Background: an optimization exercise with open tools, aiming at small area. Do not read the settings as production practice.
No functional check of the RTL was part of this run.
Power is estimated from default activity; no workload was simulated.

`design/flow/run.sh`:
```
#!/bin/bash
# synth_recipe.tcl (not shown) runs the flow's synth.tcl, then flattens the netlist and writes it again
# the make line also repeats each setting of config.mk as NAME=value (left out here)
make -C /OpenROAD-flow-scripts/flow DESIGN_CONFIG=/design/flow/config.mk WORK_HOME=/design/flow/orfs CLKGATE_MAP_FILE= SYNTH_SCRIPT=/design/flow/synth_recipe.tcl finish
```
`design/flow/config.mk`:
```
export PLATFORM = sky130hd
export DESIGN_NAME = SingleCycleRiscV
export DESIGN_NICKNAME = SingleCycleRiscV
export VERILOG_FILES = /design/flow/design.v
export SDC_FILE = /design/flow/constraint.sdc
export NUM_CORES = 4
export LEC_CHECK = 0
export CAP_MARGIN = 20
export CORE_MARGIN = 2
export CORE_UTILIZATION = 30
export PLACE_DENSITY = 0.45
export SETUP_SLACK_MARGIN = 0.3
export SLEW_MARGIN = 20
```
`design/flow/constraint.sdc`:
```
create_clock -name core_clock -period 12.0 [get_ports {clk}]
set_input_delay 2.4000 -clock core_clock [delete_from_list [all_inputs] [get_ports {clk}]]
set_output_delay 2.4000 -clock core_clock [all_outputs]
set_load 0.01 [all_outputs]
```
`design/flow/design.v`:
```
module ControlUnit(
    input [6:0] opcode,
    input [2:0] funct3,
    input [6:0] funct7,
    output reg regWrite,
    output reg aluSrc,
    output reg memWrite,
    output reg memRead,
    output reg memToReg,
    output reg branch,
    output reg jump,
    output reg jumpback,
    output reg [3:0] aluControl
);
always @(*) begin
    regWrite = 0; aluSrc = 0; memWrite = 0; memRead = 0; memToReg = 0; branch = 0; jump = 0; jumpback = 0; aluControl = 4'b1111;
    case (opcode)
        7'b0110011: begin  
            regWrite = 1; aluSrc = 0; memWrite = 0; memRead = 0; memToReg = 0; branch = 0; jump = 0;
            case (funct3)
                3'b000: aluControl = (funct7 == 7'b0000000) ? 4'b0000 :  
                                      (funct7 == 7'b0100000) ? 4'b0001 :  
                                      4'b1111;  
                3'b111: aluControl = 4'b0010;  
                3'b110: aluControl = 4'b0011;  
                3'b100: aluControl = 4'b0100;  
                default: aluControl = 4'b1111;  
            endcase
        end
         7'b0000011: begin  
             aluControl=4'b0000; regWrite = 1; aluSrc = 1; memWrite = 0; memRead = 1; memToReg = 1; branch = 0; jump = 0;
            end
        7'b0100011: begin  
            aluControl = 4'b0000; regWrite = 0; aluSrc = 1; memWrite = 1; memRead = 0; memToReg = 0; branch = 0; jump = 0;jumpback=0;
            end
        7'b0010011: begin  
            regWrite = 1; aluSrc = 1; memWrite = 0; memRead = 0; memToReg = 0; branch = 0; jump = 0;
            case (funct3)
                3'b000: aluControl = 4'b0000;  
                3'b111: aluControl = 4'b0010;  
                3'b110: aluControl = 4'b0011;  
                3'b100: aluControl = 4'b0100;  
                default: aluControl = 4'b1111;  
            endcase
        end
        7'b1100011: begin  
            aluSrc = 0; regWrite = 0; memWrite = 0; memRead = 0; memToReg = 0; branch = 1; jump = 0;
            case (funct3)
                3'b000: aluControl = 4'b0101;  
                3'b001: aluControl = 4'b0110;  
                3'b100: aluControl = 4'b0111;  
                3'b101: aluControl = 4'b1000;  
                3'b110: aluControl = 4'b1001;  
                3'b111: aluControl = 4'b1010;  
                default: aluControl = 4'b1111;  
            endcase
        end
        7'b1101111: begin  
            aluControl = 4'b0000; regWrite = 1; aluSrc = 1; memWrite = 0; memRead = 0; memToReg = 0; branch = 0; jump = 1;
        end
         7'b1100111: begin  
            aluControl = 4'b0000; regWrite = 1; aluSrc = 1; memWrite = 0; memRead = 0; memToReg = 0; branch = 0; jump = 0;jumpback=1;
        end
        default: begin
            aluControl=4'b1111;regWrite = 0; aluSrc = 0; memWrite = 0; memRead = 0; memToReg = 0; branch = 0; jump = 0;jumpback=0;
        end
    endcase
end
endmodule
module ImmediateExtender(
    input [31:0] instruction,
    output reg [31:0] immExt
);
wire [6:0] opcode = instruction[6:0];
always @(*) begin
    case (opcode)
        7'b0010011: immExt = {{20{instruction[31]}}, instruction[31:20]};  
        7'b0000011: immExt = {{20{instruction[31]}}, instruction[31:20]};  
        7'b0100011: immExt = {{20{instruction[31]}}, instruction[31:25], instruction[11:7]};  
        7'b1100011: immExt = {{20{instruction[31]}}, instruction[7], instruction[30:25], instruction[11:8], 1'b0};  
        7'b1101111: immExt = {{12{instruction[31]}}, instruction[19:12], instruction[20], instruction[30:21], 1'b0};  
        7'b1100111: immExt = {{20{instruction[31]}}, instruction[31:20]};  
        default: immExt = 32'b0;
    endcase
end
endmodule
module RegisterFile(
    input clk,
    input reset,
    input regWrite,
    input [4:0] rs1,
    input [4:0] rs2,
    input [4:0] rd,
    input [31:0] writeData,
    output [31:0] rd1,
    output [31:0] rd2
);
integer i;
reg [31:0] regFile [1:31];
always @(posedge clk or posedge reset) begin
    if (reset) begin
          for ( i = 1; i < 32; i = i + 1)
            regFile[i] <= 32'b0;
    end else if (regWrite && rd != 5'd0)
        regFile[rd] <= writeData;
end
assign rd1 = (rs1 == 5'd0) ? 32'b0 : regFile[rs1];
assign rd2 = (rs2 == 5'd0) ? 32'b0 : regFile[rs2];
endmodule
module ID(
    input clk,
    input reset,
    input [31:0] instruction,
    input [31:0] writeData,
    output regWrite,
    output [4:0] rd,
    output [4:0] rs1,
    output [4:0] rs2,
    output [31:0] rd1,
    output [31:0] rd2,
    output aluSrc,
    output memWrite,
    output memRead,
    output memToReg,
    output branch,
    output jump,
    output jumpback,
    output [3:0] aluControl
);
assign rd = instruction[11:7];
assign rs1 = instruction[19:15];
assign rs2 = instruction[24:20];
wire [6:0] opcode = instruction[6:0];
wire [2:0] funct3 = instruction[14:12];
wire [6:0] funct7 = instruction[31:25];
ControlUnit control_unit(
    .opcode(opcode),
    .funct3(funct3),
    .funct7(funct7),
    .regWrite(regWrite),
    .aluSrc(aluSrc),
    .memWrite(memWrite),
    .memRead(memRead),
    .memToReg(memToReg),
    .branch(branch),
    .jump(jump),
    .jumpback(jumpback),
    .aluControl(aluControl)
);
RegisterFile register_file(
    .clk(clk),
    .reset(reset),
    .regWrite(regWrite),
    .rs1(rs1),
    .rs2(rs2),
    .rd(rd),
    .writeData(writeData),
    .rd1(rd1),
    .rd2(rd2)
);
endmodule
module EX(
    input [31:0] rd1,
    input [31:0] rd2,
    input [31:0] immExt,
    input aluSrc,
    input [3:0] aluControl,
    output reg [31:0] aluResult,
    output reg zero
);
always @(*) begin
    case (aluControl)
        4'b0000: aluResult = rd1 + (aluSrc ? immExt : rd2);  
        4'b0001: aluResult = rd1 - (aluSrc ? immExt : rd2);  
        4'b0010: aluResult = rd1 & (aluSrc ? immExt : rd2);  
        4'b0011: aluResult = rd1 | (aluSrc ? immExt : rd2);  
        4'b0100: aluResult = rd1 ^ (aluSrc ? immExt : rd2);  
        4'b0101: aluResult = (rd1 == rd2) ? 32'b1 : 32'b0;  
        4'b0110: aluResult = (rd1 != rd2) ? 32'b1 : 32'b0;  
        4'b0111: aluResult = ($signed(rd1) < $signed(rd2)) ? 32'b1 : 32'b0;  
        4'b1000: aluResult = ($signed(rd1) >= $signed(rd2)) ? 32'b1 : 32'b0;  
        4'b1001: aluResult = (rd1 < rd2) ? 32'b1 : 32'b0;  
        4'b1010: aluResult = (rd1 >= rd2) ? 32'b1 : 32'b0;  
        default: aluResult = 32'b0;
    endcase
    zero = (aluResult == 32'b0)?1'b1:1'b0;
end
endmodule
module MEM(
    input [31:0]instruction,
    input memWrite,
    input memRead,
    input [31:0] aluResult,
    input [31:0] rd2,
    output reg [31:0] memReadData,
    output [31:0] dmem_addr,
    output        dmem_re,
    output reg [3:0] dmem_wmask,
    output [31:0] dmem_wdata,
    input  [31:0] dmem_rdata
);
wire [2:0]func3;
assign func3=instruction[14:12];
assign dmem_addr  = aluResult;    
assign dmem_re    = memRead;
assign dmem_wdata = rd2;
always @(*) begin
    dmem_wmask = 4'b0000;
    if (memWrite) begin
        case (func3)
            3'b000: dmem_wmask = 4'b0001;  
            3'b001: dmem_wmask = 4'b0011;  
            3'b010: dmem_wmask = 4'b1111;  
            default: dmem_wmask = 4'b0000;
        endcase
    end
end
always @(*) begin
    memReadData = 32'b0;
    if (memRead) begin
        case (func3)
            3'b000: memReadData = {{24{dmem_rdata[7]}}, dmem_rdata[7:0]};  
            3'b001: memReadData = {{16{dmem_rdata[15]}}, dmem_rdata[15:0]};  
            3'b010: memReadData = dmem_rdata;  
            default: memReadData = 32'b0;
        endcase
    end
end
endmodule
module WB(
    input [31:0] aluResult,
    input [31:0] caller_reg,
    input [31:0] memReadData,
    input memToReg,
    input branch,
    input jump,
    output reg [31:0] writeData
);
always @(*) begin
    if (branch | jump) 
        writeData = caller_reg;   
    else
        writeData = memToReg ? memReadData : aluResult;
end
endmodule
module SingleCycleRiscV(
    input clk,
    input reset,
    output [31:0] pc,
    input  [31:0] instr,
    output [31:0] dmem_addr,
    output        dmem_re,
    output [3:0]  dmem_wmask,
    output [31:0] dmem_wdata,
    input  [31:0] dmem_rdata
);
reg [31:0] pcNext,caller_reg;
reg [31:0] pcReg;
wire [31:0]immExt,memReadData,rd1,rd2, writeData,instruction,aluResult;
wire [4:0] rd, rs1, rs2;
wire regWrite, aluSrc, memWrite, memRead, memToReg, jump,jumpback;
wire [3:0] aluControl;
wire zero,branch;
assign pc = pcReg;
assign instruction = instr;
always @(posedge clk or posedge reset) begin
    if (reset)
        pcReg <= 0;
    else
        pcReg<= pcNext;
end
ImmediateExtender imm_ext(
    .instruction(instruction),
    .immExt(immExt)
);
ID id_stage(
    .clk(clk),
    .reset(reset),
    .instruction(instruction),
    .writeData(writeData),
    .regWrite(regWrite),
    .rd(rd),
    .rs1(rs1),
    .rs2(rs2),
    .rd1(rd1),
    .rd2(rd2),
    .aluSrc(aluSrc),
    .memWrite(memWrite),
    .memRead(memRead),
    .memToReg(memToReg),
    .branch(branch),
    .jump(jump),
    .jumpback(jumpback),
    .aluControl(aluControl)
);
EX ex_stage(
    .rd1(rd1),
    .rd2(rd2),
    .immExt(immExt),
    .aluSrc(aluSrc),
    .aluControl(aluControl),
    .aluResult(aluResult),
    .zero(zero)
);
MEM mem_stage(
    .instruction(instruction),
    .memWrite(memWrite),
    .memRead(memRead),
    .aluResult(aluResult),
    .rd2(rd2),
    .memReadData(memReadData),
    .dmem_addr(dmem_addr),
    .dmem_re(dmem_re),
    .dmem_wmask(dmem_wmask),
    .dmem_wdata(dmem_wdata),
    .dmem_rdata(dmem_rdata)
);
WB wb_stage(
    .aluResult(aluResult),
    .caller_reg(caller_reg),
    .memReadData(memReadData),
    .memToReg(memToReg),
    .branch(branch),
    .jump(jump | jumpback),
    .writeData(writeData)
);
always @(*) begin
    caller_reg=pcReg+4;
    if (branch && !zero)begin
        pcNext = pcReg + immExt;  
        end
    else if (jump)begin
        pcNext = pcReg + immExt;  
        end
    else if (jumpback)begin
        pcNext = {aluResult[31:1], 1'b0};
        end
    else
        pcNext = pcReg + 4;  
end
endmodule
```
==> notes.md <==
synthesized netlist by cell type, types with 21 or more instances:
cell type	count	area share, %
a2111oi_0	57	0.85
a21o_1	41	0.52
a21oi_1	213	1.8
a221oi_1	115	1.7
a222oi_1	32	0.55
a22o_1	141	2.1
a22oi_1	494	6.3
and3_1	262	2.8
buf_1	23	0.15
buf_2	42	0.36
clkbuf_1	554	3.5
dfrtp_1	1024	44
ha_1	160	3.4
inv_1	148	0.95
mux2i_1	21	0.36
nand2_1	1193	7.6
nand2b_1	32	0.34
nand3_1	241	2.1
nand4_1	117	1.2
nor2_1	278	1.8
nor2b_1	25	0.27
nor3_1	33	0.28
nor4_1	28	0.30
o211ai_1	40	0.51
o21ai_0	1114	9.5
o31ai_2	30	0.64
xnor2_1	71	1.1
xor2_1	43	0.64
tightest hold or removal path: cells and delay by family, from the launching register on:
kind	cells	cell delay (ns)
flip-flops	1	0.36
AND/OR/NAND/NOR	1	0.05
AO/OA/AOI/OAI	1	0.06
registers in the layout (all words and copies together), names as in the netlist:
name                            count
id_stage.register_file.regFile    992
pcReg                              32
layout make-up:
cell class	instances	area, um^2
inverters	155	585.6
flip-flops and latches	1024	25620
clock inverters	35	475.5
multi-input cells	5072	31010
well taps	2542	3181
diodes	24	60.06
clock buffers	175	3447
fillers	20100	124600
repair buffers	626	5593
through the flow:
stage,setup WS [ns],power (mW),util (%),TNS [ns],instances
floorplan,-4.514,4.259,-,-4622.27,6892
global placement,0.04125,4.810,33.58,0,9379
detailed placement,0.1586,4.816,33.58,0,9379
CTS,0.2973,8.556,35.61,0,9590
global route,0.2965,8.804,35.94,0,9635
finish,0.3946,8.572,35.96,0,9653
layer usage:
| metal | vias to the layer above | GRT usage [%] | wire length [um] |
|---|---|---|---|
| met4 | 22 | 20.34 | 25280 |
| met3 | 1285 | 9.849 | 41650 |
| met5 | - | 0.5372 | 254 |
| li1 | 25320 | - | - |
| met2 | 4570 | 51.39 | 148900 |
| met1 | 30100 | 45.34 | 140000 |
cells by family (layout without fill, tap and decap cells):
family | after synthesis | in the layout | synth area share, %
other | 0 | 24 | 0
AOI/OAI and AO/OA | 2440 | 2440 | 26.87
xor gates and xnor gates | 115 | 115 | 1.743
DFF | 1024 | 1024 | 43.69
adders and majority gates | 162 | 162 | 3.481
buffers and inverters | 796 | 991 | 5.416
muxes | 27 | 27 | 0.4970
and+or+nand+nor | 2328 | 2328 | 18.31
timing repair:
action | CTS | global route
setup buffers | 1 | 38
gates resized for setup | 5 | 63
gates cloned | 0 | 1
hold buffers | 0 | 0
pin swaps | 1 | 14
endpoints found under the setup margin | 3 | 13
report_power, final:
group	switching (mW)	total (mW)	internal [mW]
combinational	0.770	1.19	0.424
sequential	0.0985	3.61	3.51
clock	1.64	3.77	2.13
total	2.51	8.57	6.06
worst min-delay path by stage:
stage	from	slack, ns	endpoint	depth (start not counted)
after floorplan	id_stage.register_file.regFile[11][5]$_DFFE_PP0P_	0.46	id_stage.register_file.regFile[11][5]$_DFFE_PP0P_	2
after global placement	id_stage.register_file.regFile[15][15]$_DFFE_PP0P_	0.48	id_stage.register_file.regFile[15][15]$_DFFE_PP0P_	2
after detailed placement	id_stage.register_file.regFile[25][5]$_DFFE_PP0P_	0.49	id_stage.register_file.regFile[25][5]$_DFFE_PP0P_	2
after CTS	id_stage.register_file.regFile[27][15]$_DFFE_PP0P_	0.50	id_stage.register_file.regFile[27][15]$_DFFE_PP0P_	2
after global routing	id_stage.register_file.regFile[10][12]$_DFFE_PP0P_	0.53	id_stage.register_file.regFile[10][12]$_DFFE_PP0P_	2
final	id_stage.register_file.regFile[25][5]$_DFFE_PP0P_	0.50	id_stage.register_file.regFile[25][5]$_DFFE_PP0P_	2
==> impl_metrics.tcl <==
set metrics [dict create \
    nNetsFinal 7223 \
    wirelength_mm 356.1 \
    final_cell_mix "nand2_1, o21ai_0, dfrtp_1" \
    cp_slowest_cell "clkdlybuf4s50_1" \
    hold_ws_ns 0.5036 \
    coreArea_mm2 0.1946 \
    wire_per_inst_um 36.89 \
    reg2reg_from "id_stage.register_file.regFile[3][9]$_DFFE_PP0P_" \
    outcome "finished clean" \
    crit_buf_inv 6 \
    r2r_cells 28 \
    crit_fanout 21 \
    ys_seq_area_share_pct 43.69 \
    start_kind "input port" \
    numPortBuffers 166 \
    p_leak_nw 31.01 \
    avgViaCountPerCell 6.350 \
    cts_tree "done" \
    vdd_drop_max_uv 122.5 \
    numCtsBuffers 116 \
    rrSetupSlack_ns 4.58 \
    fin_worst_skew_ns 0.05881 \
    grt_pass1_wl_mm 486.0 \
    crit_top_cell "a21oi_1" \
    drive_gt1_share_pct 12.59 \
    antenna_found_initial 28 \
    max_freq_ghz 0.08617 \
    cp.depth 27 \
    powerDensity_mw_per_mm2 122.5 \
    stdcell_area_mm2 0.06998 \
    arrival_ns 9.21 \
    route.detailed.drc 0 \
    synth.distinct_cells 104 \
    row_count 162 \
    critPathKind "in -> out" \
    clock_path_buffers 3 \
    r2r-end "id_stage.register_file.regFile[4][25]$_DFFE_PP0P_" \
    clkTransAtPathRegs_ns 0.06 \
    final_common_cell "nand2_1" \
    htree_levels 3 \
    post_dp_cell_area_mm2 0.06534 \
    place_hpwl_mm 239.4 \
    pin_count 167 \
    ys_async_sr_fraction_pct 100.0 \
    setup_violations 0 \
    first_iter_violations 9619 \
    ys.flop_type "dfrtp_1" \
    syn_nets 7120 \
    required_ns 9.60 \
    vias 61300 \
    crit_path_start "instr[24]" \
    synth_warnings 8 \
    die_y_um 446.2 \
    ys_seq_elements 1024 \
    worst_slew_pin_slew_ns 1.200 \
    grt_max_degree 172 \
    gp_congestion 1.004 \
    timing.critical_path.to "dmem_addr[25]" \
    synthCells 6892 \
    cts_root_buffer "clkbuf_16" \
    rsz0062_at_grt "false" \
    die_area_mm2 0.1991 \
    synth_edf_count 0 \
    post-route-period-util_pct 96.71 \
    die_w_um 446.2 \
    hp-class "reg -> reg" \
    start_util_pct 30.14 \
    grt_pass1_vias 56890 \
    antenna_left 0 \
    firstDrtPassIters 10 \
    netlist_area_mm2 0.05865 \
    avgSynthCellArea_um2 8.510 \
    grt.overflow.total 0 \
    gr-usage-all-layers_pct 34.85 \
    cp_top_family "compound AO/OA/AOI/OAI gates" \
    min_period_ns 11.61 \
    cp-end-kind "output pin" \
    slowest_delay_ns 0.52 \
    slew_violations 0 \
    area_growth_pct 19.31 \
    hold_viol 0 \
    slew_headroom_pct 19.52 \
    clock-sinks 1024 \
    maxCapViolCount 0 \
    clock_latency_ns 0.81 \
]

[separate check: timing with driven ports]
How much do the figures lean on ideal ports? The routed layout below was timed once more, with nothing changed but the port constraints. Step 1, drivers: a clkbuf_16 drives clk and a buf_2 each remaining input, both assumed. Step 2 moves the port delays by t, midway between the first and last clock arrival at a register: inputs arrive t later, outputs are due t later. That takes back most of the time a late clock gives input paths. a / b / c = no drivers / after step 1 / after step 2; a / b = the first two.
t (ns): 0.873
setup WS [ns]: 0.395 / 0.331 / 0.331
hold WS [ns]: 0.504 / 0.504 / 0.504
worst data-port slew with drivers (ns): 0.09
pins driven straight from the clock port: 1
After both steps this run still meets setup and hold. The setup slack of this run moves by -0.064 ns with the drivers and by -0.064 ns with both steps.
